Background: an optimization exercise with open tools, aiming at small area. Do not read the settings as production practice. No functional check of the RTL was part of any run shown here. The clock port is modelled as an ideal driver; clocking choices that lean on that would not hold on a real chip. No activity file was given, so power comes from the tool's default toggle rates.

<file path="flow/design.v">
module timer_mary89(clock, reset, adjust, start_stop, mode, d5, d4, d3, d2, d1, d0);
	input        clock, reset, adjust, start_stop, mode;
	output [3:0] d5, d4, d3, d2, d1, d0;
	reg [4:0] state;
	reg [5:0] tick;      
	reg [4:0] flash;     
	reg       h;         
	reg [3:0] c0; reg [2:0] c1; reg [3:0] c2; reg [2:0] c3; reg [1:0] c4; reg c5;
	reg [3:0] k0; reg [2:0] k1; reg [3:0] k2; reg [2:0] k3; reg [1:0] k4; reg k5;
	reg [3:0] a0; reg [2:0] a1;
	wire a2v = a1[2] & a1[1];
	wire [2:0] a1v = {a1[2] & ~a1[1], a1[1] & ~a1[2], a1[0] & ~a2v};
	reg [3:0] al0, al1, al2; reg [2:0] al4;
	wire click = ~tick[5] & ~tick[4] & ~tick[2] & ~tick[0];
	always @(posedge clock or negedge reset)
		if (!reset) tick <= 6'd16;
		else tick <= {tick[4:3], tick[2], tick[1] & ~click, tick[0], tick[5] ^ tick[0]};
	wire fl = ~flash[3] & ~flash[1] & ~flash[0];
	always @(posedge clock or negedge reset)
		if (!reset) flash <= 5'd1;
		else flash <= {flash[3], flash[2] & ~fl, flash[1:0], flash[4] ^ flash[1]};
	wire st0  = (~state[0] & ~state[1] & ~state[2] & ~state[3] & ~state[4]);
	wire st3  = (state[0] & state[1] & ~state[2] & ~state[3] & ~state[4]);
	wire st4  = (~state[0] & ~state[1] & state[2] & ~state[3]);
	wire st6  = (~state[0] & state[1] & state[2]);
	wire st7  = (state[0] & state[1] & state[2] & ~state[3]);
	wire st14 = (state[2] & state[4]);
	wire st16 = (~state[0] & ~state[1] & state[4]);
	wire st17 = (state[0] & ~state[1] & ~state[2] & state[4]);
	wire st18 = (~state[0] & state[1] & state[4]);
	always @(posedge clock or negedge reset)
		if (!reset) state <= 5'd0;
		else begin
			state[0] <= (state[0] & ~state[1] & ~mode) | (state[0] & state[3] & ~start_stop) | (state[0] & state[4] & ~start_stop) | (state[0] & state[1] & state[2] & ~state[3] & ~adjust) | (state[0] & ~state[1] & state[3]) | (state[0] & ~state[1] & state[4]) | (~state[0] & state[1] & ~state[2] & start_stop) | (~state[0] & ~state[1] & state[2] & mode) | (~state[0] & ~state[1] & ~state[2] & ~state[3] & ~state[4]) | (~state[1] & state[4] & adjust) | (~state[0] & state[1] & ~state[2] & ~state[3] & mode) | (state[0] & state[1] & ~adjust & ~start_stop);
			state[1] <= (~state[0] & state[1] & ~state[2] & ~state[3] & ~mode) | (state[0] & ~state[1] & ~state[2] & mode) | (~state[0] & ~state[2] & state[3] & ~adjust & start_stop) | (~state[0] & state[1] & ~state[2] & ~state[4] & start_stop) | (~state[1] & state[2] & ~state[3] & start_stop & ~mode) | (state[0] & ~state[1] & ~state[2] & state[3] & adjust) | (state[0] & state[4] & mode) | (state[0] & state[1] & state[3] & ~start_stop) | (state[1] & state[2] & ~state[3] & ~adjust) | (state[1] & state[4] & ~mode) | (state[1] & state[3] & ~adjust & ~start_stop) | (state[1] & ~state[3] & ~adjust & ~mode) | (state[0] & state[1] & ~state[3] & ~adjust & start_stop);
			state[2] <= (~state[1] & state[2]) | (~state[0] & ~state[1] & state[3] & adjust) | (state[2] & ~state[3] & ~adjust) | (state[0] & state[1] & ~state[2] & state[3] & start_stop) | (state[2] & state[3] & ~start_stop);
			state[3] <= (state[1] & state[3] & ~start_stop) | (state[0] & state[1] & ~state[2] & ~state[4] & mode) | (~state[0] & state[3] & ~adjust & ~start_stop) | (~state[0] & state[1] & state[4] & mode) | (state[0] & state[1] & ~state[2] & ~state[4] & start_stop) | (~state[1] & state[2] & state[3]) | (state[1] & state[2] & ~state[3] & adjust) | (state[0] & ~state[1] & state[3] & ~mode) | (state[0] & state[1] & ~state[3] & ~state[4] & adjust);
			state[4] <= (~state[0] & ~state[1] & state[4]) | (state[4] & ~mode) | (~state[0] & ~state[1] & ~state[2] & state[3] & ~adjust & start_stop) | (state[0] & state[2] & state[3] & ~state[4] & start_stop) | (state[0] & state[1] & state[4]);
		end
	always @(posedge clock or negedge reset)
		if (!reset) h <= 1'b0;
		else if (fl) h <= ~h;
	wire [3:0] hv = {h, 1'b0, h, h};
	wire c0w;
	assign c0w = (c0[0] & c0[3]);
	wire [3:0] c0i;
	assign c0i[0] = (~c0[0]);
	assign c0i[1] = (c0[0] & ~c0[1] & ~c0[3]) | (~c0[0] & c0[1]);
	assign c0i[2] = (c0[0] & c0[1] & ~c0[2]) | (~c0[1] & c0[2]) | (~c0[0] & c0[2]);
	assign c0i[3] = (~c0[0] & c0[3]) | (c0[0] & c0[1] & c0[2]);
	wire c1w;
	assign c1w = (c1[0] & c1[2]);
	wire [2:0] c1i;
	assign c1i[0] = (~c1[0]);
	assign c1i[1] = (c1[0] & ~c1[1] & ~c1[2]) | (~c1[0] & c1[1]);
	assign c1i[2] = (c1[0] & c1[1]) | (~c1[0] & c1[2]);
	wire c2w;
	assign c2w = (c2[0] & c2[3]);
	wire [3:0] c2i;
	assign c2i[0] = (~c2[0]);
	assign c2i[1] = (c2[0] & ~c2[1] & ~c2[3]) | (~c2[0] & c2[1]);
	assign c2i[2] = (c2[0] & c2[1] & ~c2[2]) | (~c2[1] & c2[2]) | (~c2[0] & c2[2]);
	assign c2i[3] = (~c2[0] & c2[3]) | (c2[0] & c2[1] & c2[2]);
	wire c3w;
	assign c3w = (c3[0] & c3[2]);
	wire [2:0] c3i;
	assign c3i[0] = (~c3[0]);
	assign c3i[1] = (c3[0] & ~c3[1] & ~c3[2]) | (~c3[0] & c3[1]);
	assign c3i[2] = (c3[0] & c3[1]) | (~c3[0] & c3[2]);
	wire c4w;
	assign c4w = (c4[1]);
	wire [1:0] c4i;
	assign c4i[0] = (~c4[0] & ~c4[1]);
	assign c4i[1] = (c4[0]);
	wire k0w;
	assign k0w = (k0[0] & k0[3]);
	wire [3:0] k0i;
	assign k0i[0] = (~k0[0]);
	assign k0i[1] = (k0[0] & ~k0[1] & ~k0[3]) | (~k0[0] & k0[1]);
	assign k0i[2] = (k0[0] & k0[1] & ~k0[2]) | (~k0[1] & k0[2]) | (~k0[0] & k0[2]);
	assign k0i[3] = (~k0[0] & k0[3]) | (k0[0] & k0[1] & k0[2]);
	wire k1w;
	assign k1w = (k1[0] & k1[2]);
	wire [2:0] k1i;
	assign k1i[0] = (~k1[0]);
	assign k1i[1] = (k1[0] & ~k1[1] & ~k1[2]) | (~k1[0] & k1[1]);
	assign k1i[2] = (k1[0] & k1[1]) | (~k1[0] & k1[2]);
	wire k2w;
	assign k2w = (k2[0] & k2[3]);
	wire [3:0] k2i;
	assign k2i[0] = (~k2[0]);
	assign k2i[1] = (k2[0] & ~k2[1] & ~k2[3]) | (~k2[0] & k2[1]);
	assign k2i[2] = (k2[0] & k2[1] & ~k2[2]) | (~k2[1] & k2[2]) | (~k2[0] & k2[2]);
	assign k2i[3] = (~k2[0] & k2[3]) | (k2[0] & k2[1] & k2[2]);
	wire k3w;
	assign k3w = (k3[0] & k3[2]);
	wire [2:0] k3i;
	assign k3i[0] = (~k3[0]);
	assign k3i[1] = (k3[0] & ~k3[1] & ~k3[2]) | (~k3[0] & k3[1]);
	assign k3i[2] = (k3[0] & k3[1]) | (~k3[0] & k3[2]);
	wire k4w;
	assign k4w = (k4[1]);
	wire [1:0] k4i;
	assign k4i[0] = (~k4[0] & ~k4[1]);
	assign k4i[1] = (k4[0]);
	wire a0z;
	assign a0z = (~a0[0] & ~a0[1] & ~a0[2] & ~a0[3]);
	wire [3:0] a0d;
	assign a0d[0] = (~a0[0]);
	assign a0d[1] = (~a0[0] & a0[3]) | (a0[0] & a0[1]) | (~a0[0] & ~a0[1] & a0[2]);
	assign a0d[2] = (~a0[0] & a0[3]) | (a0[0] & a0[2]) | (a0[1] & a0[2]);
	assign a0d[3] = (~a0[0] & ~a0[1] & ~a0[2] & ~a0[3]) | (a0[0] & a0[3]);
	wire a1z;
	assign a1z = (~a1[0] & ~a1[1] & ~a1[2]);
	wire [2:0] a1d;
	assign a1d[0] = (~a1[0]) | (a1[1] & a1[2]);
	assign a1d[1] = (a1[0] & a1[1] & ~a1[2]) | (~a1[0] & a1[2]);
	assign a1d[2] = (~a1[0] & ~a1[1] & ~a1[2]) | (a1[0] & a1[2]);
	wire al0z;
	assign al0z = (~al0[0] & ~al0[1] & ~al0[2] & ~al0[3]);
	wire [3:0] al0d;
	assign al0d[0] = (~al0[0]);
	assign al0d[1] = (al0[0] & al0[1]) | (~al0[0] & ~al0[1] & al0[3]) | (~al0[0] & ~al0[1] & al0[2]);
	assign al0d[2] = (~al0[0] & ~al0[1] & al0[3]) | (al0[0] & al0[2]) | (al0[1] & al0[2]);
	assign al0d[3] = (~al0[0] & ~al0[1] & ~al0[2] & ~al0[3]) | (al0[0] & al0[3]) | (al0[1] & al0[3]);
	wire al1z;
	assign al1z = (~al1[0] & ~al1[1] & ~al1[2] & ~al1[3]);
	wire [3:0] al1d;
	assign al1d[0] = (~al1[0]);
	assign al1d[1] = (al1[0] & al1[1]) | (~al1[0] & ~al1[1] & al1[3]) | (~al1[0] & ~al1[1] & al1[2]);
	assign al1d[2] = (~al1[0] & ~al1[1] & ~al1[2]) | (al1[0] & al1[2]) | (al1[1] & al1[2]);
	assign al1d[3] = (al1[0] & al1[3]) | (al1[1] & al1[3]);
	wire al2z;
	assign al2z = (~al2[0] & ~al2[1] & ~al2[2] & ~al2[3]);
	wire [3:0] al2d;
	assign al2d[0] = (~al2[0]);
	assign al2d[1] = (al2[0] & al2[1]) | (~al2[0] & ~al2[1] & al2[3]) | (~al2[0] & ~al2[1] & al2[2]);
	assign al2d[2] = (al2[0] & al2[2]) | (~al2[0] & ~al2[1] & ~al2[2] & al2[3]) | (al2[1] & al2[2]);
	assign al2d[3] = (~al2[0] & ~al2[1] & ~al2[2] & ~al2[3]) | (al2[0] & al2[3]) | (al2[1] & al2[3]) | (al2[2] & al2[3]);
	wire [3:0] al2u;
	assign al2u[0] = (~al2[0]);
	assign al2u[1] = (al2[0] & ~al2[1]) | (~al2[0] & al2[1]);
	assign al2u[2] = (al2[0] & al2[1] & ~al2[2]) | (~al2[1] & al2[2]) | (~al2[0] & al2[2]);
	assign al2u[3] = (~al2[0] & ~al2[1] & ~al2[2]) | (al2[0] & al2[1] & al2[2] & ~al2[3]) | (~al2[2] & al2[3]) | (~al2[1] & al2[3]) | (~al2[0] & al2[3]);
	always @(posedge clock) begin
		if (st0) begin
			c0 <= 4'd0; c1 <= 3'd0; c2 <= 4'd0; c3 <= 3'd0; c4 <= 2'd2; c5 <= 1'b1;
		end else if (click) begin
			c0 <= c0i;
			if (c0w) begin
				c1 <= c1i;
				if (c1w) begin
					c2 <= c2i;
					if (c2w) begin
						c3 <= c3i;
						if (c3w) begin
							c4 <= c4i;
							if (c4w) c5 <= ~c5;
						end
					end
				end
			end
		end
	end
	wire run  = st17 & click;
	wire inc2 = (st14 & start_stop) | (run & k0w & k1w);
	wire inc4 = (st16 & start_stop) | (run & k0w & k1w & k2w & k3w);
	always @(posedge clock) begin
		if (st0) begin
			k0 <= 4'd0; k1 <= 3'd0; k2 <= 4'd0; k3 <= 3'd0; k4 <= 2'd2; k5 <= 1'b1;
		end else begin
			if (run) k0 <= k0i;
			if (run & k0w) k1 <= k1i;
			if (inc2) k2 <= k2i;
			if (inc2 & k2w) k3 <= k3i;
			if (inc4) k4 <= k4i;
			if (inc4 & k4w) k5 <= ~k5;
		end
	end
	always @(posedge clock) begin
		if (st0) begin
			a0 <= 4'd0; a1 <= 3'd7;
		end else if (st3 & click) begin
			a0 <= a0d;
			if (a0z) a1 <= a1d;
		end
	end
	always @(posedge clock) begin
		if (st0) begin
			al0 <= 4'd0; al1 <= 4'd0; al2 <= 4'd1; al4 <= 3'd0;
		end else begin
			if (st4 & fl) al4 <= (al4 == 3'd0) ? 3'd3 : 3'd0;
			if (st6 & start_stop) al4 <= al4 + 3'd1;
			if (st7 & start_stop) al2 <= al2u;
			if (st18) begin
				if (al0z & al1z & al2z) begin
					al0 <= hv; al1 <= hv; al2 <= hv;
				end else if (click) begin
					al0 <= al0d;
					if (al0z) begin
						al1 <= al1d;
						if (al1z) al2 <= al2d;
					end
				end
			end
		end
	end
	assign d0[0] = (k0[0] & ((state[0] & ~state[1] & ~state[2] & ~state[3]) | (~state[0] & state[2] & state[3]))) | (a0[0] & ((~state[0] & state[1] & state[3]) | (state[0] & state[1] & ~state[2] & ~state[3] & ~state[4]))) | (al0[0] & ((state[1] & state[4]) | (state[2] & ~state[3]) | (~state[0] & ~state[1] & ~state[2] & state[3]))) | (c0[0] & ((~state[0] & ~state[1] & state[4]) | (state[0] & ~state[1] & state[3]) | (state[1] & state[2] & state[3]))) | (h & ((state[0] & state[1] & ~state[2] & state[3])));
	assign d0[1] = (k0[1] & ((state[0] & ~state[1] & ~state[2] & ~state[3]) | (~state[0] & state[2] & state[3]))) | (a0[1] & ((~state[0] & state[1] & state[3]) | (state[0] & state[1] & ~state[2] & ~state[3] & ~state[4]))) | (al0[1] & ((state[1] & state[4]) | (state[2] & ~state[3]) | (~state[0] & ~state[1] & ~state[2] & state[3]))) | (c0[1] & ((~state[0] & ~state[1] & state[4]) | (state[0] & ~state[1] & state[3]) | (state[1] & state[2] & state[3]))) | (h & ((state[0] & state[1] & ~state[2] & state[3])));
	assign d0[2] = (k0[2] & ((state[0] & ~state[1] & ~state[2] & ~state[3]) | (~state[0] & state[2] & state[3]))) | (a0[2] & ((~state[0] & state[1] & state[3]) | (state[0] & state[1] & ~state[2] & ~state[3] & ~state[4]))) | (al0[2] & ((state[1] & state[4]) | (state[2] & ~state[3]) | (~state[0] & ~state[1] & ~state[2] & state[3]))) | (c0[2] & ((~state[0] & ~state[1] & state[4]) | (state[0] & ~state[1] & state[3]) | (state[1] & state[2] & state[3])));
	assign d0[3] = ((~state[0] & ~state[1] & ~state[2] & ~state[3] & ~state[4])) | (k0[3] & ((state[0] & ~state[1] & ~state[2] & ~state[3]) | (~state[0] & state[2] & state[3]))) | (a0[3] & ((~state[0] & state[1] & state[3]) | (state[0] & state[1] & ~state[2] & ~state[3] & ~state[4]))) | (al0[3] & ((state[1] & state[4]) | (state[2] & ~state[3]) | (~state[0] & ~state[1] & ~state[2] & state[3]))) | (c0[3] & ((~state[0] & ~state[1] & state[4]) | (state[0] & ~state[1] & state[3]) | (state[1] & state[2] & state[3]))) | (h & ((state[0] & state[1] & ~state[2] & state[3])));
	assign d1[0] = (k1[0] & ((state[0] & ~state[1] & ~state[2] & ~state[3]) | (~state[0] & state[2] & state[3]))) | (a1v[0] & ((~state[0] & state[1] & state[3]) | (state[0] & state[1] & ~state[2] & ~state[3] & ~state[4]))) | (al1[0] & ((state[1] & state[4]) | (state[2] & ~state[3]) | (~state[0] & ~state[1] & ~state[2] & state[3]))) | (c1[0] & ((~state[0] & ~state[1] & state[4]) | (state[0] & ~state[1] & state[3]) | (state[1] & state[2] & state[3]))) | (h & ((state[0] & state[1] & ~state[2] & state[3])));
	assign d1[1] = (k1[1] & ((state[0] & ~state[1] & ~state[2] & ~state[3]) | (~state[0] & state[2] & state[3]))) | (a1v[1] & ((~state[0] & state[1] & state[3]) | (state[0] & state[1] & ~state[2] & ~state[3] & ~state[4]))) | (al1[1] & ((state[1] & state[4]) | (state[2] & ~state[3]) | (~state[0] & ~state[1] & ~state[2] & state[3]))) | (c1[1] & ((~state[0] & ~state[1] & state[4]) | (state[0] & ~state[1] & state[3]) | (state[1] & state[2] & state[3]))) | (h & ((state[0] & state[1] & ~state[2] & state[3])));
	assign d1[2] = (k1[2] & ((state[0] & ~state[1] & ~state[2] & ~state[3]) | (~state[0] & state[2] & state[3]))) | (a1v[2] & ((~state[0] & state[1] & state[3]) | (state[0] & state[1] & ~state[2] & ~state[3] & ~state[4]))) | (al1[2] & ((state[1] & state[4]) | (state[2] & ~state[3]) | (~state[0] & ~state[1] & ~state[2] & state[3]))) | (c1[2] & ((~state[0] & ~state[1] & state[4]) | (state[0] & ~state[1] & state[3]) | (state[1] & state[2] & state[3])));
	assign d1[3] = ((~state[0] & ~state[1] & ~state[2] & ~state[3] & ~state[4])) | (al1[3] & ((state[1] & state[4]) | (state[2] & ~state[3]) | (~state[0] & ~state[1] & ~state[2] & state[3]))) | (h & ((state[0] & state[1] & ~state[2] & state[3])));
	assign d2[0] = (k2[0] & ((state[0] & ~state[1] & ~state[2] & ~state[3]) | (state[2] & state[4]))) | ((~state[0] & state[1] & ~state[2] & ~state[3] & ~state[4])) | (a2v & ((~state[0] & state[1] & state[3]) | (state[0] & state[1] & ~state[2] & ~state[3] & ~state[4]))) | (al2[0] & ((state[1] & state[4]) | (~state[0] & ~state[1] & ~state[2] & state[3]) | (~state[0] & state[2] & ~state[3]) | (state[1] & state[2] & ~state[3]))) | (h & ((state[0] & ~state[1] & state[2] & ~state[4]))) | (c2[0] & ((~state[0] & ~state[1] & state[4]) | (state[0] & ~state[2] & state[3]) | (~state[0] & state[2] & state[3]) | (state[1] & state[2] & state[3])));
	assign d2[1] = (k2[1] & ((state[0] & ~state[1] & ~state[2] & ~state[3]) | (state[2] & state[4]))) | (al2[1] & ((state[1] & state[4]) | (~state[0] & ~state[1] & ~state[2] & state[3]) | (~state[0] & state[2] & ~state[3]) | (state[1] & state[2] & ~state[3]))) | (h & ((state[0] & ~state[1] & state[2] & ~state[4]))) | (c2[1] & ((~state[0] & ~state[1] & state[4]) | (state[0] & ~state[2] & state[3]) | (~state[0] & state[2] & state[3]) | (state[1] & state[2] & state[3])));
	assign d2[2] = (k2[2] & ((state[0] & ~state[1] & ~state[2] & ~state[3]) | (state[2] & state[4]))) | (al2[2] & ((state[1] & state[4]) | (~state[0] & ~state[1] & ~state[2] & state[3]) | (~state[0] & state[2] & ~state[3]) | (state[1] & state[2] & ~state[3]))) | (c2[2] & ((~state[0] & ~state[1] & state[4]) | (state[0] & ~state[2] & state[3]) | (~state[0] & state[2] & state[3]) | (state[1] & state[2] & state[3])));
	assign d2[3] = ((~state[0] & ~state[1] & ~state[2] & ~state[3] & ~state[4])) | (k2[3] & ((state[0] & ~state[1] & ~state[2] & ~state[3]) | (state[2] & state[4]))) | (al2[3] & ((state[1] & state[4]) | (~state[0] & ~state[1] & ~state[2] & state[3]) | (~state[0] & state[2] & ~state[3]) | (state[1] & state[2] & ~state[3]))) | (h & ((state[0] & ~state[1] & state[2] & ~state[4]))) | (c2[3] & ((~state[0] & ~state[1] & state[4]) | (state[0] & ~state[2] & state[3]) | (~state[0] & state[2] & state[3]) | (state[1] & state[2] & state[3])));
	assign d3[0] = ((~state[0] & ~state[1] & ~state[2] & ~state[3] & ~state[4])) | (k3[0] & ((state[0] & ~state[1] & ~state[2] & ~state[3]) | (state[2] & state[4]))) | (h & ((state[0] & ~state[1] & state[2] & ~state[4]))) | (c3[0] & ((~state[0] & ~state[1] & state[4]) | (state[0] & ~state[2] & state[3]) | (~state[0] & state[2] & state[3]) | (state[1] & state[2] & state[3])));
	assign d3[1] = ((~state[0] & ~state[1] & ~state[2] & ~state[3] & ~state[4])) | (k3[1] & ((state[0] & ~state[1] & ~state[2] & ~state[3]) | (state[2] & state[4]))) | (h & ((state[0] & ~state[1] & state[2] & ~state[4]))) | (c3[1] & ((~state[0] & ~state[1] & state[4]) | (state[0] & ~state[2] & state[3]) | (~state[0] & state[2] & state[3]) | (state[1] & state[2] & state[3])));
	assign d3[2] = (k3[2] & ((state[0] & ~state[1] & ~state[2] & ~state[3]) | (state[2] & state[4]))) | (c3[2] & ((~state[0] & ~state[1] & state[4]) | (state[0] & ~state[2] & state[3]) | (~state[0] & state[2] & state[3]) | (state[1] & state[2] & state[3])));
	assign d3[3] = (h & ((state[0] & ~state[1] & state[2] & ~state[4])));
	assign d4[0] = ((~state[0] & ~state[1] & ~state[2] & ~state[3] & ~state[4])) | (k4[0] & ((state[0] & ~state[1] & ~state[2] & ~state[3]))) | (h & ((~state[0] & ~state[1] & state[2] & ~state[3]) | (state[1] & state[2] & state[3]))) | (al4[0] & ((~state[0] & state[1] & state[2]))) | (c4[0] & ((~state[0] & ~state[1] & state[4]) | (state[0] & ~state[2] & state[3]) | (~state[1] & state[2] & state[3])));
	assign d4[1] = ((~state[0] & ~state[1] & ~state[2] & ~state[3] & ~state[4])) | (k4[1] & ((state[0] & ~state[1] & ~state[2] & ~state[3]))) | (h & ((~state[0] & ~state[1] & state[2] & ~state[3]) | (state[1] & state[2] & state[3]))) | (al4[1] & ((~state[0] & state[1] & state[2]))) | (c4[1] & ((~state[0] & ~state[1] & state[4]) | (state[0] & ~state[2] & state[3]) | (~state[1] & state[2] & state[3])));
	assign d4[2] = (al4[2] & ((~state[0] & state[1] & state[2])));
	assign d4[3] = ((~state[0] & ~state[1] & ~state[2] & ~state[3] & ~state[4])) | (h & ((~state[0] & ~state[1] & state[2] & ~state[3]) | (state[1] & state[2] & state[3]))) | ((|al4) & ((~state[0] & state[1] & state[2])));
	assign d5[0] = ((~state[0] & ~state[1] & ~state[2] & ~state[3] & ~state[4])) | (k5 & ((state[0] & ~state[1] & ~state[2] & ~state[3]))) | (c5 & ((~state[0] & ~state[1] & state[4]) | (state[0] & ~state[2] & state[3]) | (~state[1] & state[2] & state[3]))) | (h & ((state[1] & state[2] & state[3])));
	assign d5[1] = ((state[1] & ~state[3]) | (state[2] & ~state[3]) | (~state[0] & ~state[2] & ~state[4])) | (h & ((state[1] & state[2] & state[3])));
	assign d5[2] = 1'b0;
	assign d5[3] = ((state[1] & ~state[3]) | (state[2] & ~state[3]) | (~state[0] & ~state[2] & ~state[4])) | (h & ((state[1] & state[2] & state[3])));
endmodule
</file>
<file path="flow/flow/run.sh">
#!/bin/bash
# Own layout flow: the standard ORFS flow with the standard synthesis unchanged, and:
# * port buffers of the smallest buffer (buf_1) instead of the resizer's default choice;
# * timing-driven placement keeps no resizer buffers (GPL_KEEP_OVERFLOW=0);
# * the clock tree built by hand before CTS (flow/man_cts.tcl): the flip-flops split by
#   position into 3 equal groups, each driven by one clkbuf_16 fed from the clock port;
#   TritonCTS skips those nets. Every register gets the same one-buffer clock path.
# Each step's full output goes to the ORFS logs (orfs/logs/...) and to flow_orfs.log here.
set -euo pipefail
here=$(pwd)
BUFS="sky130_fd_sc_hd__clkbuf_16 sky130_fd_sc_hd__clkbuf_16 sky130_fd_sc_hd__clkbuf_8"
CTS="-sink_clustering_enable -repair_clock_nets -dont_use_dummy_load -buf_list sky130_fd_sc_hd__clkbuf_8"
bash standard.sh "CTS_ARGS=$CTS" "PRE_CTS_TCL=$here/flow/man_cts.tcl" \
  "BUFFER_PORTS_ARGS=-buffer_cell sky130_fd_sc_hd__buf_1" GPL_KEEP_OVERFLOW=0 "MAN_CTS_BUFS=$BUFS" finish > flow_orfs.log 2>&1
</file>
<file path="flow/flow/man_cts.tcl">
# Clock tree built by hand before CTS: the flip-flops are split by position into NCL groups
# of equal size (alternate median cuts in x and y), each group driven by one clock buffer
# placed at its centre and fed straight from the clock port. TritonCTS then skips these nets.
proc split_groups {items weights axis} {
  set n [llength $weights]
  if {$n <= 1} { return [list $items] }
  set idx [expr {$axis == 0 ? 1 : 2}]
  set sorted [lsort -integer -index $idx $items]
  set n1 [expr {$n / 2}]
  set wa 0.0; set wt 0.0
  for {set i 0} {$i < $n} {incr i} {
    set wt [expr {$wt + [lindex $weights $i]}]
    if {$i < $n1} { set wa [expr {$wa + [lindex $weights $i]}] }
  }
  set k [expr {int(round([llength $sorted] * $wa / $wt))}]
  set a [lrange $sorted 0 [expr {$k - 1}]]
  set b [lrange $sorted $k end]
  return [concat [split_groups $a [lrange $weights 0 [expr {$n1 - 1}]] [expr {1 - $axis}]] \
                 [split_groups $b [lrange $weights $n1 end] [expr {1 - $axis}]]]
}

proc manual_clock_tree {bufcells} {
  set block [ord::get_db_block]
  set clknet [$block findNet clock]
  set sinks {}
  set xmin 1e18; set xmax -1e18; set ymin 1e18; set ymax -1e18
  foreach it [$clknet getITerms] {
    set inst [$it getInst]
    set bb [$inst getBBox]
    set x [expr {([$bb xMin] + [$bb xMax]) / 2}]
    set y [expr {([$bb yMin] + [$bb yMax]) / 2}]
    lappend sinks [list $it $x $y]
    set xmin [expr {min($xmin, $x)}]; set xmax [expr {max($xmax, $x)}]
    set ymin [expr {min($ymin, $y)}]; set ymax [expr {max($ymax, $y)}]
  }
  set axis [expr {($xmax - $xmin) >= ($ymax - $ymin) ? 0 : 1}]
  set weights {}
  foreach b $bufcells { lappend weights [expr {[string match *_16 $b] ? 2.0 : 1.0}] }
  set groups [split_groups $sinks $weights $axis]
  set c 0
  foreach g $groups bufcell $bufcells {
    set master [[ord::get_db] findMaster $bufcell]
    set inst [odb::dbInst_create $block $master "clkbuf_man_$c"]
    set net [odb::dbNet_create $block "clknet_man_$c"]
    $net setSigType CLOCK
    [$inst findITerm A] connect $clknet
    [$inst findITerm X] connect $net
    set sx 0; set sy 0
    foreach s $g {
      set it [lindex $s 0]
      $it disconnect
      $it connect $net
      set sx [expr {$sx + [lindex $s 1]}]; set sy [expr {$sy + [lindex $s 2]}]
    }
    set k [llength $g]
    $inst setLocation [expr {int($sx / $k)}] [expr {int($sy / $k)}]
    $inst setPlacementStatus PLACED
    puts "clock group $c: $k flip-flops, $bufcell at [expr {$sx / $k / 1000.0}] [expr {$sy / $k / 1000.0}] um"
    incr c
  }
}

set bufs {sky130_fd_sc_hd__clkbuf_16 sky130_fd_sc_hd__clkbuf_16 sky130_fd_sc_hd__clkbuf_16}
if {[info exists ::env(MAN_CTS_BUFS)]} { set bufs $::env(MAN_CTS_BUFS) }
manual_clock_tree $bufs
set skip {clock}
for {set c 0} {$c < [llength $bufs]} {incr c} { lappend skip clknet_man_$c }
set_cts_config -skip_nets $skip
set_propagated_clock [all_clocks]
</file>
<file path="flow/standard.sh">
#!/bin/bash
# synth_recipe.tcl (not shown) runs the flow's synth.tcl, then flattens the netlist and writes it again
# the make line also repeats each setting of config.mk as NAME=value (left out here)
make -C /OpenROAD-flow-scripts/flow DESIGN_CONFIG=/design/flow/config.mk WORK_HOME=/design/flow/orfs CLKGATE_MAP_FILE= SYNTH_SCRIPT=/design/flow/synth_recipe.tcl "${@:-finish}"
</file>
<file path="flow/config.mk">
export PLATFORM = sky130hd
export DESIGN_NAME = timer_mary89
export DESIGN_NICKNAME = timer_mary89
export VERILOG_FILES = /design/flow/design.v
export SDC_FILE = /design/flow/constraint.sdc
export NUM_CORES = 4
export LEC_CHECK = 0
export CAP_MARGIN = 20
export CORE_MARGIN = 2
export CORE_UTILIZATION = 70
export SLEW_MARGIN = 20
</file>
<file path="flow/constraint.sdc">
create_clock -name core_clock -period 5.0 [get_ports {clock}]
set_input_delay 1.0000 -clock core_clock [delete_from_list [all_inputs] [get_ports {clock}]]
set_output_delay 1.0000 -clock core_clock [all_outputs]
set_load 0.01 [all_outputs]
</file>
==> results of run 1 <==
-- sequential cells by signal, summed over array words and instances, names as in the netlist, 3 cells and up, named ones only --
name and cells:
a1 3, c0 4, k2 4, al1 4, k0 4, a0 4, al4 3, al0 4
state 5, al2 4, flash 5, c2 4, tick 6
-- cell usage in the layout (no fill, tap or decap), drive strengths merged, types with 15 or more instances in the layout --
cell type,instances
dfrtp,15
nand2,67
dfxtp,56
nor2,49
a21oi,29
nand3,19
o21ai,23
buf,35
nor3,28
inv,16
-- area by class of cell --
cell class / instances / area [µm²]
Inverter: 16 / 60.06
Multi-Input combinational cell: 383 / 2293
Sequential cell: 73 / 1549
Fill cell: 436 / 1338
Timing Repair Buffer: 35 / 146.4
Buffer: 3 / 63.81
Tap cell: 72 / 90.09
-- how the worst max path moves through the flow --
stage | endpoint | from
6_report | d0[3] | state[2]
5_1_grt | d0[3] | state[2]
4_1_cts | d0[3] | state[2]
3_5_place_dp | d0[3] | state[2]
3_3_place_gp | d4[3] | state[2]
2_1_floorplan | d5[0] | state[1]
-- report_power, final --
part | leakage, nW | switching [W] | internal, W | total, W
clock network | 0.0318 | 0.000148 | 0.0000929 | 0.000241
registers | 0.675 | 0.000287 | 0.000717 | 0.00100
logic | 0.971 | 0.000667 | 0.000449 | 0.00112
total | 1.68 | 0.00110 | 0.00126 | 0.00236
-- worst max-delay path: stages, from the launching register on --
cell and delay (ns):
dfrtp_1 0.76, or2_2 0.50, nor4_2 0.62, buf_2 0.32
buf_2 0.22, a211oi_1 0.07, nand3_1 0.13, buf_1 0.15
-- metrics by stage --
| stage | worst slack [ns] | setup TNS, ns | hold WS [ns] | instances | total power [W] |
|---|---|---|---|---|---|
| 2_1_floorplan | 2.085 | 0 | 0.3330 | 505 | 0.001796 |
| 3_3_place_gp | -3.798 | -130.24 | 0.3362 | 571 | 0.002054 |
| 3_5_place_dp | 1.360 | 0 | 0.3395 | 579 | 0.002103 |
| 4_1_cts | 1.141 | 0 | 0.3657 | 582 | 0.002343 |
| 5_1_grt | 0.8616 | 0 | 0.3870 | 582 | 0.002556 |
| 6_report | 1.056 | 0 | 0.3640 | 582 | 0.002360 |
-- per-layer routing --
| layer | wire length (µm) | GRT usage, % | share of wire (%) | vias to the layer above |
|---|---|---|---|---|
| met2 | 4533 | 53.19 | 47 | 138 |
| li1 | - | - | - | 1862 |
| met1 | 4351 | 44.49 | 45 | 1784 |
| met3 | 549 | 1.923 | 5.7 | 16 |
| met4 | 138 | 5.932 | 1.4 | 0 |
| met5 | 0 | 0 | 0 | - |
-- cells by family (layout without fill, tap and decap cells) --
group                    after synthesis  count (layout)  synth area share, %
other                                  1               1              0.09305
multiplexers                          13              13                3.260
adder cells (fa/ha/maj)                4               4                1.242
flip-flops                            73              73                38.44
buffers and inverters                 49              54                4.967
XOR/XNOR                              16              16                3.477
AND/OR/NAND/NOR                      221             221                26.73
AO/OA/AOI/OAI                        128             128                21.80
==> flow_summary.json, run 1 <==
{
  "min_period_over_period_pct": 78.89,
  "ir_drop_uv": 325.9,
  "syn-cell-area_um2": 4030,
  "syn_to_final_growth_pct": 4.284,
  "required_ns": 4.00,
  "wire_per_inst_um": 16.45,
  "reg2reg_slack_ns": 2.03,
  "clock.fmax_mhz": 253.5,
  "synth_edf_count": 0,
  "core_um2": 5540,
  "yosysWarnings": 1,
  "row_count": 27,
  "port_buffers": 27,
  "start_util_pct": 72.74,
  "path_class": "register to output port",
  "globalplace.congestion": 0.8624,
  "die_h_um": 79.88,
  "clk_latency_ns": 0.17,
  "powerDensity_nw_per_um2": 561.6,
  "synth_top_area_cell": "dfxtp_1",
  "synth_area_per_cell_um2": 7.980,
  "overflow": 0,
  "relSlewSlack_pct": 35.33,
  "syn-instance-count": 505,
  "drt-pass1-iter-count": 5,
  "drv_slew": 0,
  "whs_path_depth": 0,
  "rsz0062_at_grt": "no",
  "post_cts_buffers": 0,
  "synth.area.top_cells": "dfxtp_1, dfrtp_1, nand2_1",
  "cts.repair.resized": 0,
  "grt_pass1_wl_mm": 16.35,
  "vias_per_cell": 6.529,
  "hp-start": "tick[3]",
  "ys_top_cells_by_count": "nand2_1, dfxtp_1, nor2_1, a21oi_1, nor3_1",
  "die-area_um2": 6380,
  "setup_violations": 0,
  "num_vias": 3800,
  "io_pins": 29,
  "hold_violations": 0,
  "post-route-util_pct": 75.86,
  "grt_usage_pct": 31.30,
  "nets": 521,
  "ys_ff_latch": 73,
  "totalWireLength_mm": 9.573,
  "crit_fanout": 34,
  "antenna_found_initial": 0,
  "synth-async-reset-ratio_pct": 23.29,
  "grt_pass1_vias": 3482,
  "startpoint_type": "register",
  "end_kind": "output port",
  "hpwlAfterDp_mm": 6.860,
  "postPlaceCellArea_um2": 4139,
  "final_layout_size_suffix_gt1_share_pct": 4.902,
  "synth_fp_nets": 514,
  "synth_ff_type": "dfxtp_1",
  "drcViolationCount": 0,
  "synth_most_common_cell": "nand2_1",
  "postCtsHoldBufs": 0,
  "ys_seq_area_share_pct": 38.44,
  "stdcell_area_um2": 4203,
  "max-cap-violations": 0,
  "grt_max_degree": 35,
  "yosysTopAreaCellShare_pct": 27.82,
  "status": "no timing/DRC/antenna violations",
  "clk_pin_slew_ns": 0.11,
  "cp.arrival_ns": 2.94,
  "hold_class": "register to register",
  "r2r_end": "a1[2]",
  "fin_crit_ns": 3.944,
  "reg2reg_depth": 5,
  "leakage_nw": 1.678,
  "worstHoldEndpoint": "tick[4]",
  "drtIter0Drc": 446,
  "finClkSkew_ns": 0.01541,
  "die_w_um": 79.88,
  "worstMarginPinSlew_ns": 0.9700,
  "synth_cell_type_count": 67,
  "drtAntennaViolNets": 0,
  "rr_startpoint": "state[0]",
  "n_antenna_cell": 0
}
==> inputs of run 2 (changes only) <==
--- a/flow/config.mk
+++ b/flow/config.mk
@@ -7,5 +7,5 @@
 export LEC_CHECK = 0
 export CAP_MARGIN = 20
 export CORE_MARGIN = 2
-export CORE_UTILIZATION = 70
+export CORE_UTILIZATION = 80
 export SLEW_MARGIN = 20
==> run 2 against run 1 <==
  * Still clean
  * Synthesized cell count unchanged
  * Combinational power hardly changed
  * Core utilization up 12 points
  * Via count grew 5.1%
  * Die area decreased by 12%
  * Sequential power hardly changed
  * Cell count is 0.69% lower
  * Area after synthesis is the same
  * Highest routed layer unchanged
==> flow_summary.json, run 2 <==
{
  "min_period_over_period_pct": 82.10,
  "leakage_nw": 1.685,
  "ys_top_cells_by_count": "nand2_1, dfxtp_1, nor2_1, a21oi_1, nor3_1",
  "vias_per_cell": 6.912,
  "fin_crit_ns": 4.105,
  "final_layout_size_suffix_gt1_share_pct": 5.088,
  "synth.area.top_cells": "dfxtp_1, dfrtp_1, nand2_1",
  "num_vias": 3995,
  "synth_cell_type_count": 67,
  "clk_pin_slew_ns": 0.11,
  "relSlewSlack_pct": 37.98,
  "end_kind": "output port",
  "pre_cts_ws_ns": 1.214,
  "overflow": 0,
  "clk_latency_ns": 0.17,
  "yosysWarnings": 1,
  "synth-async-reset-ratio_pct": 23.29,
  "layout_commonest_cell": "nand2_1",
  "grt_usage_pct": 36.04,
  "crit_fanout": 34,
  "cts.repair.resized": 0,
  "critPathTopFamily": "simple AND/OR/NAND/NOR gates",
  "n_antenna_cell": 0,
  "grt_pass1_vias": 3383,
  "synth_area_per_cell_um2": 7.980,
  "hpwlAfterDp_mm": 7.234,
  "pwr-share-seq_pct": 42.0,
  "finalNonFillerCells": 578,
  "synth_ff_type": "dfxtp_1",
  "stdcell_area_um2": 4212,
  "syn-cell-area_um2": 4030,
  "comb_power_share_pct": 48.0,
  "slowest_stage": "dfrtp_1",
  "nets": 522,
  "internal_power_w": 0.001260,
  "postCtsHoldBufs": 0,
  "post_cts_buffers": 0,
  "power_switching_w": 0.001140,
  "drt-pass1-iter-count": 6,
  "powerDensity_nw_per_um2": 569.8,
  "startpoint_type": "register",
  "io_pins": 29,
  "grt_max_degree": 35,
  "drtAntennaViolNets": 0,
  "yosysTopAreaCellShare_pct": 27.82,
  "crit_chain": "or2_2 > nor4_2 > buf_4 > buf_2 > buf_2 > a211oi_1 > nand3_1 > buf_1",
  "hold-worst-slack_ns": 0.3744,
  "fin_setup_tns_ns": 0,
  "setup_violations": 0,
  "synth_most_common_cell": "nand2_1",
  "worst_slack_ns": 0.8952,
  "hold_violations": 0,
  "ys_ff_latch": 73,
  "die-area_um2": 5621,
  "critPathBufInv": 4,
  "ys_seq_area_share_pct": 38.44,
  "drtIter0Drc": 566,
  "clock.fmax_mhz": 243.6,
  "max_stage_delay_ns": 0.74,
  "core_um2": 4786,
  "top_register": "tick",
  "die_h_um": 74.98,
  "synth_edf_count": 0,
  "drv_slew": 0,
  "switching_share_pct": 47.50,
  "required_ns": 4.00,
  "synth_top_area_cell": "dfxtp_1",
  "reg_top3": "tick (6), flash (5), state (5)",
  "largest_reg_flops": 6,
  "port_buffers": 27,
  "status": "no timing/DRC/antenna violations",
  "path_class": "register to output port",
  "power_frac_clock_pct": 10.0,
  "wire_per_inst_um": 17.88,
  "start_util_pct": 84.21,
  "syn-instance-count": 505,
  "mostFrequentLayoutCells": "nand2_1, dfxtp_1, nor2_1",
  "postPlaceCellArea_um2": 4133,
  "rsz0062_at_grt": "no",
  "crit_top_cell": "buf_2",
  "placed_cells_incl_taps": 574,
  "globalplace.congestion": 0.8904,
  "row_count": 25,
  "synth_fp_nets": 514,
  "ir_drop_uv": 403.5,
  "finClkSkew_ns": 0.02504,
  "syn_to_final_growth_pct": 4.502,
  "grt_pass1_wl_mm": 16.07,
  "worstMarginPinSlew_ns": 0.9302,
  "die_w_um": 74.98,
  "drcViolationCount": 0,
  "cp.arrival_ns": 3.10,
  "hold_class": "register to register",
  "antenna_found_initial": 0,
  "totalWireLength_mm": 10.34,
  "max-cap-violations": 0
}
[run 2: cell counts after synthesis]
Identical to the previous run, type by type.
[run 2: path summary, 6_finish.rpt]
check | from | endpoint | slack [ns] | cells after the start
max | state[2] | d0[3] | 0.90 | 8
min | tick[3] | tick[4] | 0.37 | 0
max reg2reg | state[2] | al1[0] | 2.02 | 7
min reg2reg | tick[3] | tick[4] | 0.37 | 0
max in group asynchronous | reset | flash[0] | 3.74 | 2
min in group asynchronous | reset | tick[3] | 0.74 | 1
[run 2: cell type report]
cell class	instances	area [µm²]
sequential	73	1549
fill	253	574.3
multi-input combinational	383	2293
tap	67	83.83
timing repair buffer	36	161.4
inverter	16	60.06
buffer	3	63.81
[run 2: logic make-up after synthesis]
logic type	synth area share (%)
and+or+nand+nor	26.73
AOI/OAI and AO/OA	21.80
DFF	38.44
buffers and inverters	4.967
xor gates and xnor gates	3.477
muxes	3.260
adders and majority gates	1.242
other	0.09305
[run 2: layer usage]
layer | wire, µm | track usage [%]
met1 | 4091 | 49.61
met2 | 4990 | 60.92
met3 | 932 | 3.347
met4 | 323 | 10.32
met5 | 0 | 0
[run 2: worst reg2reg max path, cell delays in order, from the launching register on]
cell	delay, ns
dfrtp_1	0.74
or2_2	0.49
nor4_2	0.56
buf_4	0.28
buf_2	0.24
buf_2	0.26
buf_2	0.21
a311oi_1	0.07
[run 2: metrics by stage]
stage	power (W)	util (%)
finish	0.002400	88.00
CTS	0.002352	87.69
global route	0.002556	88.00
global placement	0.002043	85.15
detailed placement	0.002117	86.35
floorplan	0.001796	-
[run 2: power by group through the flow]
| stage | Sequential, W | Combinational [W] | Clock (W) |
|---|---|---|---|
| after floorplan | 0.000830 | 0.000966 | 0 |
| after global placement | 0.000994 | 0.00105 | 0 |
| after detailed placement | 0.00101 | 0.00111 | 0 |
| after CTS | 0.000993 | 0.00112 | 0.000242 |
| after global routing | 0.00104 | 0.00126 | 0.000258 |
| final | 0.00101 | 0.00115 | 0.000241 |
==> inputs of run 3 (changes only) <==
==> flow/config.mk (replaced) <==
export PLATFORM = sky130hd
export DESIGN_NAME = timer_mary89
export DESIGN_NICKNAME = timer_mary89
export VERILOG_FILES = /design/flow/design.v
export SDC_FILE = /design/flow/constraint.sdc
export NUM_CORES = 4
export LEC_CHECK = 0
export CAP_MARGIN = 0
export CORE_MARGIN = 2
export CORE_UTILIZATION = 70
export SLEW_MARGIN = 0
==> run 3 against run 2 <==
  * Combinational power about the same
  * Power fell by 1.2%
  * Area after synthesis unchanged
  * Global-route usage down 5.4 points
  * Register-to-register slack worse by 0.13 ns
  * Cell count rose by 0.35%
  * Clock skew shrank 0.0086 ns
  * Wire length fell by 8.2%
  * First-iteration DRC count down 23%
  * Sequential share of layout area is essentially flat
==> flow_summary.json, run 3 <==
{
  "hold_class": "register to register",
  "path_class": "register to output port",
  "pre_cts_ws_ns": 1.467,
  "wire_per_inst_um": 16.36,
  "postCtsHoldBufs": 0,
  "final_layout_size_suffix_gt1_share_pct": 4.528,
  "overflow": 0,
  "leakage_nw": 1.672,
  "clk_pin_slew_ns": 0.11,
  "grt_max_degree": 35,
  "yosysWarnings": 1,
  "fin_setup_tns_ns": 0,
  "drv_slew": 0,
  "mostFrequentLayoutCells": "nand2_1, dfxtp_1, nor2_1",
  "cp.arrival_ns": 2.82,
  "required_ns": 4.00,
  "synth-async-reset-ratio_pct": 23.29,
  "syn-cell-area_um2": 4030,
  "syn-instance-count": 505,
  "yosysTopAreaCellShare_pct": 27.82,
  "post_cts_buffers": 0,
  "end_kind": "output port",
  "worstMarginPinSlew_ns": 0.9756,
  "powerDensity_nw_per_um2": 563.2,
  "status": "no timing/DRC/antenna violations",
  "synth_most_common_cell": "nand2_1",
  "drtAntennaViolNets": 0,
  "ys_top_cells_by_count": "nand2_1, dfxtp_1, nor2_1, a21oi_1, nor3_1",
  "num_vias": 3749,
  "synth.area.top_cells": "dfxtp_1, dfrtp_1, nand2_1",
  "synth_cell_type_count": 67,
  "synth_edf_count": 0,
  "grt_pass1_wl_mm": 16.03,
  "die_w_um": 79.88,
  "synth_ff_type": "dfxtp_1",
  "drcViolationCount": 0,
  "crit_fanout": 34,
  "finalNonFillerCells": 580,
  "hold-worst-slack_ns": 0.3645,
  "port_buffers": 27,
  "core_um2": 5540,
  "crit_chain": "or2_2 > nor4_2 > buf_4 > buf_6 > buf_6 > a211o_1 > buf_1",
  "globalplace.congestion": 0.8624,
  "antenna_found_initial": 0,
  "ys_ff_latch": 73,
  "die-area_um2": 6380,
  "fin_crit_ns": 3.823,
  "start_util_pct": 72.74,
  "max_stage_delay_ns": 0.76,
  "io_pins": 29,
  "totalWireLength_mm": 9.489,
  "n_antenna_cell": 0,
  "relSlewSlack_pct": 34.42,
  "cts.repair.resized": 0,
  "largest_reg_flops": 6,
  "rsz0062_at_grt": "no",
  "syn_to_final_growth_pct": 4.471,
  "drtIter0Drc": 437,
  "num-fill-cells": 426,
  "grt_pass1_vias": 3395,
  "hold_violations": 0,
  "synth_area_per_cell_um2": 7.980,
  "crit_top_cell": "buf_6",
  "clk_latency_ns": 0.17,
  "layout_commonest_cell": "nand2_1",
  "startpoint_type": "register",
  "hpwlAfterDp_mm": 6.846,
  "placed_cells_incl_taps": 577,
  "grt_usage_pct": 30.61,
  "ir_drop_uv": 324.1,
  "drt-pass1-iter-count": 5,
  "die_h_um": 79.88,
  "worst_slack_ns": 1.177,
  "setup_violations": 0,
  "synth_fp_nets": 514,
  "max-cap-violations": 0,
  "top_register": "tick",
  "synth_top_area_cell": "dfxtp_1",
  "row_count": 27,
  "reg_top3": "tick (6), flash (5), state (5)",
  "finClkSkew_ns": 0.01642,
  "ys_seq_area_share_pct": 38.44,
  "vias_per_cell": 6.464,
  "nets": 519,
  "slowest_stage": "dfrtp_1",
  "min_period_over_period_pct": 76.46,
  "clock.fmax_mhz": 261.6
}
-- run 3: power breakdown --
part | internal (W) | switching (W)
registers | 0.000717 | 0.000291
clock network | 0.0000929 | 0.000148
logic | 0.000457 | 0.000666
-- run 3: logic make-up (layout without fill, tap and decap cells) --
kind of cell	after synthesis	count (layout)	synth area share [%]
flops	73	73	38.44
compound gates	128	128	21.80
simple gates	221	221	26.73
fa+ha+maj	4	4	1.242
other cells	1	1	0.09305
mux	13	13	3.260
xor+xnor	16	16	3.477
buf+inv	49	52	4.967
-- run 3: routing by layer --
| metal | up-vias | routed length, µm | track usage, % |
|---|---|---|---|
| met5 | - | 0 | 0 |
| met3 | 12 | 484 | 1.810 |
| met2 | 133 | 4470 | 52.10 |
| met4 | 0 | 124 | 4.915 |
| met1 | 1752 | 4410 | 43.88 |
| li1 | 1852 | - | - |
-- run 3: final timing paths --
kind                            endpoint  startpoint  slack [ns]  cells after the start
worst max register to register     c4[0]     tick[5]        1.89                      6
worst min register to register   tick[4]     tick[3]        0.36                      0
max in group asynchronous       state[3]       reset        3.52                      1
worst min-delay path             tick[4]     tick[3]        0.36                      0
min in group asynchronous        tick[0]       reset        0.93                      1
worst max-delay path               d1[3]    state[2]        1.18                      7
-- run 3: final cells by class --
class | count | area, µm² | share of cell area (%)
Timing Repair Buffer | 33 | 153.9 | 3.655
Buffer | 3 | 63.81 | 1.516
Sequential cell | 73 | 1549 | 36.79
Multi-Input combinational cell | 383 | 2293 | 54.47
Tap cell | 72 | 90.09 | 2.140
Inverter | 16 | 60.06 | 1.426
-- run 3: per-stage QoR --
step	total power [W]	util, %	instance area [µm²]
finish	0.002371	75.99	4210
global route	0.002555	75.99	4210
CTS	0.002349	75.99	4210
detailed placement	0.002114	74.84	4146
global placement	0.002054	73.67	4081
floorplan	0.001796	-	4030
-- run 3: critical path: cells and delay by family (launching register included) --
| kind | cells | cell delay [ns] |
|---|---|---|
| AND/OR/NAND/NOR | 2 | 1.03 |
| flip-flops | 1 | 0.76 |
| buffers and inverters | 4 | 0.76 |
| AO/OA/AOI/OAI | 1 | 0.10 |
==> inputs of run 4 (changes only) <==
--- a/flow/flow/run.sh
+++ b/flow/flow/run.sh
@@ -8,7 +8,7 @@
 # Each step's full output goes to the ORFS logs (orfs/logs/...) and to flow_orfs.log here.
 set -euo pipefail
 here=$(pwd)
-BUFS="sky130_fd_sc_hd__clkbuf_16 sky130_fd_sc_hd__clkbuf_16 sky130_fd_sc_hd__clkbuf_8"
+BUFS="sky130_fd_sc_hd__clkbuf_16 sky130_fd_sc_hd__clkbuf_16 sky130_fd_sc_hd__clkbuf_16"
 CTS="-sink_clustering_enable -repair_clock_nets -dont_use_dummy_load -buf_list sky130_fd_sc_hd__clkbuf_8"
 bash standard.sh "CTS_ARGS=$CTS" "PRE_CTS_TCL=$here/flow/man_cts.tcl" \
   "BUFFER_PORTS_ARGS=-buffer_cell sky130_fd_sc_hd__buf_1" GPL_KEEP_OVERFLOW=0 "MAN_CTS_BUFS=$BUFS" finish > flow_orfs.log 2>&1
--- a/flow/config.mk
+++ b/flow/config.mk
@@ -5,7 +5,7 @@
 export SDC_FILE = /design/flow/constraint.sdc
 export NUM_CORES = 4
 export LEC_CHECK = 0
-export CAP_MARGIN = 0
+export CAP_MARGIN = 20
 export CORE_MARGIN = 2
 export CORE_UTILIZATION = 70
-export SLEW_MARGIN = 0
+export SLEW_MARGIN = 20
==> run 4 against run 3 <==
  * Clock power rose by 8.7%
  * Area after synthesis did not move
  * Global-route usage rose by 0.50 points
  * First-iteration DRC count rose by 13%
  * Register-to-register slack improved by 0.21 ns
  * Die area did not move
  * Combinational power barely moved
  * Synthesized cell count did not move
==> flow_summary.json, run 4 <==
{
  "ff_latch_area_um2": 1549,
  "vias_per_cell": 6.582,
  "path_class": "register to output port",
  "setup_violations": 0,
  "synth_ff_type": "dfxtp_1",
  "drtIter0Drc": 495,
  "hold_violations": 0,
  "synth_xor_area_share_pct": 3.477,
  "crit_fanout": 34,
  "nets": 521,
  "drtAntennaViolNets": 0,
  "crit_chain": "or2_2 > nor4_2 > buf_2 > buf_2 > a211oi_1 > nand3_1 > buf_1",
  "r2r_end": "a1[2]",
  "reg_top3": "tick (6), flash (5), state (5)",
  "num-fill-cells": 433,
  "die_h_um": 79.88,
  "drt-pass1-iter-count": 9,
  "end_kind": "output port",
  "port_buffers": 27,
  "grt_pass1_vias": 3474,
  "die-area_um2": 6380,
  "worstMarginPinSlew_ns": 0.9389,
  "mostFrequentLayoutCells": "nand2_1, dfxtp_1, nor2_1",
  "synth_cell_type_count": 67,
  "grt_usage_pct": 31.11,
  "wire_per_inst_um": 16.49,
  "start_util_pct": 72.74,
  "powerDensity_nw_per_um2": 564.8,
  "post_cts_buffers": 0,
  "reg2reg_slack_ns": 2.10,
  "synth_top_family_by_area": "simple AND/OR/NAND/NOR gates",
  "die_w_um": 79.88,
  "synth_edf_count": 0,
  "io_pins": 29,
  "whs_path_depth": 0,
  "row_count": 27,
  "critPathBufInv": 3,
  "leakage_nw": 1.683,
  "synth_mux_area_share_pct": 3.260,
  "ir_drop_uv": 423.3,
  "syn_to_final_growth_pct": 4.564,
  "drv_slew": 0,
  "worst_slack_ns": 1.113,
  "post-route-util_pct": 76.06,
  "clk_latency_ns": 0.16,
  "max_stage_delay_ns": 0.74,
  "synth.area.top_cells": "dfxtp_1, dfrtp_1, nand2_1",
  "antenna_found_initial": 0,
  "relSlewSlack_pct": 37.41,
  "layout_commonest_cell": "nand2_1",
  "synth_fa_ha_area_share_pct": 1.242,
  "num_vias": 3831,
  "ys_seq_area_share_pct": 38.44,
  "multi_input_area_um2": 2293,
  "grt_pass1_wl_mm": 16.28,
  "rsz0062_at_grt": "no",
  "finalNonFillerCells": 582,
  "startpoint_type": "register",
  "cp.arrival_ns": 2.89,
  "clock.fmax_mhz": 257.3,
  "finClkSkew_ns": 0.01006,
  "synth_area_per_cell_um2": 7.980,
  "hpwlAfterDp_mm": 6.860,
  "overflow": 0,
  "globalplace.congestion": 0.8624,
  "min_period_over_period_pct": 77.74,
  "core_um2": 5540,
  "clk_pin_slew_ns": 0.10,
  "yosysTopAreaCellShare_pct": 27.82,
  "synth_most_common_cell": "nand2_1",
  "synth_simple_gate_area_share_pct": 26.73,
  "required_ns": 4.00,
  "grt_max_degree": 35,
  "cts.repair.resized": 0,
  "max-cap-violations": 0,
  "postCtsHoldBufs": 0,
  "top_register": "tick",
  "hold-worst-slack_ns": 0.3609,
  "final_layout_size_suffix_gt1_share_pct": 4.902,
  "reg2reg_depth": 5,
  "drcViolationCount": 0,
  "pre_cts_ws_ns": 1.360,
  "hp-start": "tick[3]",
  "p_total_w": 0.002380,
  "rr_startpoint": "state[0]",
  "largest_reg_flops": 6,
  "synth_fp_nets": 514,
  "crit_top_cell": "buf_2",
  "ys_ff_latch": 73,
  "syn-instance-count": 505,
  "synth_top_area_cell": "dfxtp_1",
  "synth_compound_area_share_pct": 21.79,
  "totalWireLength_mm": 9.596,
  "worstHoldEndpoint": "tick[4]",
  "synth-async-reset-ratio_pct": 23.29,
  "yosysWarnings": 1,
  "ys_top_cells_by_count": "nand2_1, dfxtp_1, nor2_1, a21oi_1, nor3_1",
  "n_antenna_cell": 0,
  "placed_cells_incl_taps": 579,
  "hold_class": "register to register",
  "fin_crit_ns": 3.887,
  "status": "no timing/DRC/antenna violations",
  "slowest_stage": "dfrtp_1",
  "syn-cell-area_um2": 4030,
  "critPathTopFamily": "simple AND/OR/NAND/NOR gates"
}
[run 4: cell counts after synthesis]
No cell type changed its count.
[run 4: area by class of cell]
class,count,area share (%)
Buffer,3,1.781
Inverter,16,1.425
Multi-Input combinational cell,383,54.42
Sequential cell,73,36.76
Tap cell,72,2.138
Timing Repair Buffer,35,3.474
[run 4: worst max path at each step]
stage	startpoint	to	slack, ns	depth (start not counted)
global placement	state[2]	d4[3]	-3.80	5
global route	state[2]	d0[3]	0.89	7
finish	state[2]	d0[3]	1.11	7
floorplan	state[1]	d5[0]	2.08	6
detailed placement	state[2]	d0[3]	1.36	7
CTS	state[2]	d0[3]	1.16	7
[run 4: kinds of logic (layout without fill, tap and decap cells)]
group           after synthesis  count (layout)
compound gates              128             128
xor+xnor                     16              16
fa+ha+maj                     4               4
buf+inv                      49              54
flops                        73              73
mux                          13              13
other cells                   1               1
simple gates                221             221
[run 4: stage by stage]
step | TNS [ns] | instance area (µm²)
after floorplan | 0 | 4030
after global placement | -130.24 | 4081
after detailed placement | 0 | 4139
after CTS | 0 | 4214
after global routing | 0 | 4214
final | 0 | 4214
[run 4: power breakdown]
part,internal (W),switching [W],total [W]
sequential,0.000717,0.000287,0.00100
combinational,0.000448,0.000666,0.00111
clock,0.000110,0.000152,0.000262
total,0.00128,0.00110,0.00238
[run 4: routing by layer]
| layer | routed length [µm] | part of all wire [%] | global-route usage [%] | vias up |
|---|---|---|---|---|
| li1 | - | - | - | 1859 |
| met1 | 4243 | 44 | 43.66 | 1779 |
| met2 | 4563 | 48 | 53.61 | 175 |
| met3 | 640 | 6.7 | 2.036 | 18 |
| met4 | 148 | 1.5 | 5.593 | 0 |
| met5 | 0 | 0 | 0 | - |

re-timing with driven ports:
The flow's constraints put no driver on any port. The routed layouts listed below were extracted and timed again, unchanged, in two steps. Step 1 assumes that a clkbuf_16 drives the clock port and a buf_2 every other input. Step 2 adds t to the input delays and takes it off the output delays; t is the mean of the earliest and latest rising clock arrival at the registers after step 1. Input paths then give back, and output paths get back, about the clock's delay inside the block. a / b / c = no drivers / after step 1 / after step 2; a / b = the first two.
| run | t (ns) | setup WS [ns] | worst setup path at the end | cell pins on the clock port's net |
|---|---|---|---|---|
| run 1 | 0.225 | 1.056 / 0.992 / 1.217 | register to output | 3 |
| run 2 | 0.220 | 0.895 / 0.833 / 1.053 | register to output | 3 |
| run 3 | 0.225 | 1.177 / 1.114 / 1.338 | register to output | 3 |
| run 4 | 0.221 | 1.113 / 1.050 / 1.271 | register to output | 3 |
After both steps every run listed still meets setup and hold.
